Context: an optimization exercise on an open-source flow, tuned for small area, a short achievable clock period and few clock cycles per item. The choices shown serve that exercise and are no tape-out recipe.
Only simulation tests tie the RTL to the original design; equivalence was not proved.

Design mmult, start of the top module:
module mmult(
  input  clk,                  
  input  reset_n,              
  input  enable,               
  input  [0:9*8-1] A_mat,      
  input  [0:9*8-1] B_mat,      
  output valid,                
  output reg [0:9*17-1] C_mat  
);
==> flow/config.mk <==
export PLATFORM = sky130hd
export DESIGN_NAME = mmult
export DESIGN_NICKNAME = mmult
export VERILOG_FILES = /design/flow/design.v
export SDC_FILE = /design/flow/constraint.sdc
export NUM_CORES = 4
export LEC_CHECK = 0
export CAP_MARGIN = 5
export CORE_MARGIN = 2
export CORE_UTILIZATION = 55
export PLACE_DENSITY = 0.7
export SLEW_MARGIN = 5
export SYNTH_HIERARCHICAL = 1
export SYNTH_MINIMUM_KEEP_SIZE = 0
==> flow/constraint.sdc <==
create_clock -name core_clock -period 90.0 [get_ports {clk}]
set_input_delay 18.0000 -clock core_clock [delete_from_list [all_inputs] [get_ports {clk}]]
set_output_delay 18.0000 -clock core_clock [all_outputs]
set_load 0.01 [all_outputs]
standard.sh (not shown) runs the stock make flow with config.mk's settings and CLKGATE_MAP_FILE= SYNTH_SCRIPT=/design/flow/synth_recipe.tcl, a recipe that flattens the netlist after the stock synthesis.
==> flow/flow/run.sh <==
#!/bin/bash
# The standard layout, with the smallest buffer on each port and a clock tree
# without dummy loads.
set -euo pipefail
bash standard.sh BUFFER_PORTS_ARGS="-buffer_cell sky130_fd_sc_hd__buf_1" \
  CTS_ARGS="-sink_clustering_enable -repair_clock_nets -dont_use_dummy_load -buf_list sky130_fd_sc_hd__clkbuf_8" \
  finish > standard.log 2>&1
The first run finished clean.
Testbench counts at the start, summed over its fixed seeds: cycles 1,600, mults 320.
Then changed:
--- a/flow/flow/run.sh
+++ b/flow/flow/run.sh
@@ -2,2 +2,3 @@
-# The standard layout, with the smallest buffer on each port and a clock tree
-# without dummy loads.
+# The standard layout, with the smallest buffer on each port, a clock tree
+# without dummy loads, and timing repair that aims for 65 ns of setup slack
+# (a period near 25 ns) instead of stopping at any positive slack.
@@ -6,0 +8 @@
+  SETUP_SLACK_MARGIN=65 \
What happened:
- critical path depth fell by 1
- worst hold slack is about the same


Another version of the RTL of mmult (not shown whole).
For scale: about 160 flip-flops, ~20,000 um2 of cells after synthesis.
clock: 90.0 ns
lec_check: 0
cap_margin: 5
core_margin: 2
core_utilization: 70
place_density: 0.85
slew_margin: 5
synth_hierarchical: 1
synth_minimum_keep_size: 0
==> flow/flow/run.sh <==
#!/bin/bash
# The standard layout, with the smallest buffer on each port and a clock tree
# without dummy loads.
set -euo pipefail
bash standard.sh BUFFER_PORTS_ARGS="-buffer_cell sky130_fd_sc_hd__buf_1" \
  CTS_ARGS="-sink_clustering_enable -repair_clock_nets -dont_use_dummy_load -buf_list sky130_fd_sc_hd__clkbuf_8" \
  finish > standard.log 2>&1
Testbench counts at the start, summed over its fixed seeds: cycles 1,600, mults 320.
Rerun with:
--- a/flow/flow/run.sh
+++ b/flow/flow/run.sh
@@ -2,2 +2,3 @@
-# The standard layout, with the smallest buffer on each port and a clock tree
-# without dummy loads.
+# The standard layout, with the smallest buffer on each port, a clock tree
+# without dummy loads, and timing repair that aims for 66 ns of setup slack
+# (a period near 24 ns) instead of stopping at any positive slack.
@@ -6,0 +8 @@
+  SETUP_SLACK_MARGIN=66 \
CORE_UTILIZATION = 55   (was 70)
PLACE_DENSITY = 0.7   (was 0.85)
- The new run completed with no timing, DRC or antenna violations
- core utilization goes down by 15 points
- setup slack improves by 0.10 ns
- critical path depth goes down by 1
- non-clock buffer count goes down by 1
- register-to-register slack degrades by 0.21 ns
- wire length goes up by 0.60%
- fmax goes up by 0.43%
- global-route usage goes down by 7.5 points
- die area goes up by 27%
Rerun with:
==> flow/flow/run.sh (replaced) <==
#!/bin/bash
# The standard layout, with the smallest buffer on each port.
set -euo pipefail
bash standard.sh BUFFER_PORTS_ARGS="-buffer_cell sky130_fd_sc_hd__buf_1" finish > standard.log 2>&1
After rerunning:
- The changed run produced a clean layout
- final cell count came out higher by 0.56%
- worst hold slack is about the same
- die area is unchanged
- register-to-register slack is worse by 0.12 ns
- count of clock-buffer cells in the layout came out higher by 2


Another version of the RTL of mmult (not shown whole).
For scale: about 160 flip-flops.
// mmult
module mmult(
  input  clk,                  
  input  reset_n,              
  input  enable,               
  input  [0:9*8-1] A_mat,      
  input  [0:9*8-1] B_mat,      
  output valid,                
  output reg [0:9*17-1] C_mat  
);
reg [1:0] row;    
reg       done;
wire busy = enable & ~done;
always @(posedge clk or negedge reset_n)
begin
    if (!reset_n) begin
        row  <= 2'd0;
        done <= 1'b0;
    end else if (busy) begin
        row  <= row + 2'd1;
        if (row == 2'd2) done <= 1'b1;
    end
end
wire [0:23] a_row = (row == 2'd0) ? A_mat[0:23] :
                    (row == 2'd1) ? A_mat[24:47] : A_mat[48:71];
wire [7:0] a0 = a_row[0:7];
wire [7:0] b00 = B_mat[0:7];
wire [7:0] b01 = B_mat[8:15];
wire [7:0] b02 = B_mat[16:23];
wire [7:0] a1 = a_row[8:15];
wire [7:0] b10 = B_mat[24:31];
wire [7:0] b11 = B_mat[32:39];
wire [7:0] b12 = B_mat[40:47];
wire [7:0] a2 = a_row[16:23];
wire [7:0] b20 = B_mat[48:55];
wire [7:0] b21 = B_mat[56:63];
wire [7:0] b22 = B_mat[64:71];
  ...
Settings: LEC_CHECK=0, CAP_MARGIN=5, CORE_MARGIN=2, CORE_UTILIZATION=55, PLACE_DENSITY=0.7, SLEW_MARGIN=5, SYNTH_HIERARCHICAL=1, SYNTH_MINIMUM_KEEP_SIZE=0; clock period 90.0 ns.
run.sh (not shown) runs the stock make flow with config.mk's settings and CLKGATE_MAP_FILE= SYNTH_SCRIPT=/design/flow/synth_recipe.tcl, a recipe that flattens the netlist after the stock synthesis.
Stock flow here: none of the scripts above is used.
Testbench counts at the start, summed over its fixed seeds: cycles 1,600, mults 320.
Then changed:
==> flow/flow/run.sh (new file) <==
#!/bin/bash
# The standard layout, with the smallest buffer on each port.
set -euo pipefail
bash standard.sh BUFFER_PORTS_ARGS="-buffer_cell sky130_fd_sc_hd__buf_1" finish > standard.log 2>&1
==> flow/standard.sh (new file) <==
#!/bin/bash
# synth_recipe.tcl (not shown) runs the flow's synth.tcl, then flattens the netlist and writes it again
# the make line also repeats each setting of config.mk as NAME=value (left out here)
make -C /OpenROAD-flow-scripts/flow DESIGN_CONFIG=/design/flow/config.mk WORK_HOME=/design/flow/orfs CLKGATE_MAP_FILE= SYNTH_SCRIPT=/design/flow/synth_recipe.tcl "${@:-finish}"
removed: flow/run.sh
Effect: Count of clock-buffer cells in the layout is higher by 1. Routed wire length is lower by 1.3%. Setup slack gets better by 380 ps. Design area is lower by 7.7%. Sequential cell count does not change. Register-to-register slack gets worse by 20 ps. Die area does not change.

what the ideal ports hide:
Ports are ideal in the flow. The routed layouts listed here were re-timed in OpenROAD.
Step 1, drivers: a clkbuf_16 drives clk and a buf_2 each remaining input, both assumed.
Step 2 moves the port delays by t, midway between the first and last clock arrival at a register: inputs arrive t later, outputs are due t later. That takes back most of the time a late clock gives input paths.
Three values: no drivers, after step 1, after step 2; two values: the first two.
| run | t (ns) | setup slack, ns | hold WS [ns] | worst register clock-pin slew, ns | pins driven straight from the clock port |
|---|---|---|---|---|---|
| the first run of note 1 | 0.520 | 64.655 / 64.682 / 64.162 | 0.708 / 0.708 / 0.708 | 0.11 / 0.11 | 1 |
| the second run of note 1 | 0.520 | 65.313 / 65.347 / 64.827 | 0.705 / 0.705 / 0.705 | 0.11 / 0.11 | 1 |
| the first run of note 2 | 0.510 | 66.218 / 66.245 / 65.735 | 0.518 / 0.518 / 0.518 | 0.09 / 0.09 | 1 |
| the second run of note 2 | 0.522 | 66.321 / 66.345 / 65.823 | 0.520 / 0.520 / 0.520 | 0.09 / 0.09 | 1 |
| the third run of note 2 | 0.494 | 66.166 / 66.194 / 65.700 | 0.520 / 0.520 / 0.520 | 0.07 / 0.07 | 1 |
| the first run of note 3 | 0.508 | 65.476 / 65.504 / 64.996 | 0.528 / 0.528 / 0.528 | 0.08 / 0.08 | 1 |
| the second run of note 3 | 0.513 | 65.860 / 65.884 / 65.371 | 0.520 / 0.520 / 0.520 | 0.07 / 0.07 | 1 |
After both steps every run listed still meets setup and hold. For the second run of note 2, which loses most, drivers alone change the setup slack by +0.024 ns; drivers and shift together by -0.498 ns.
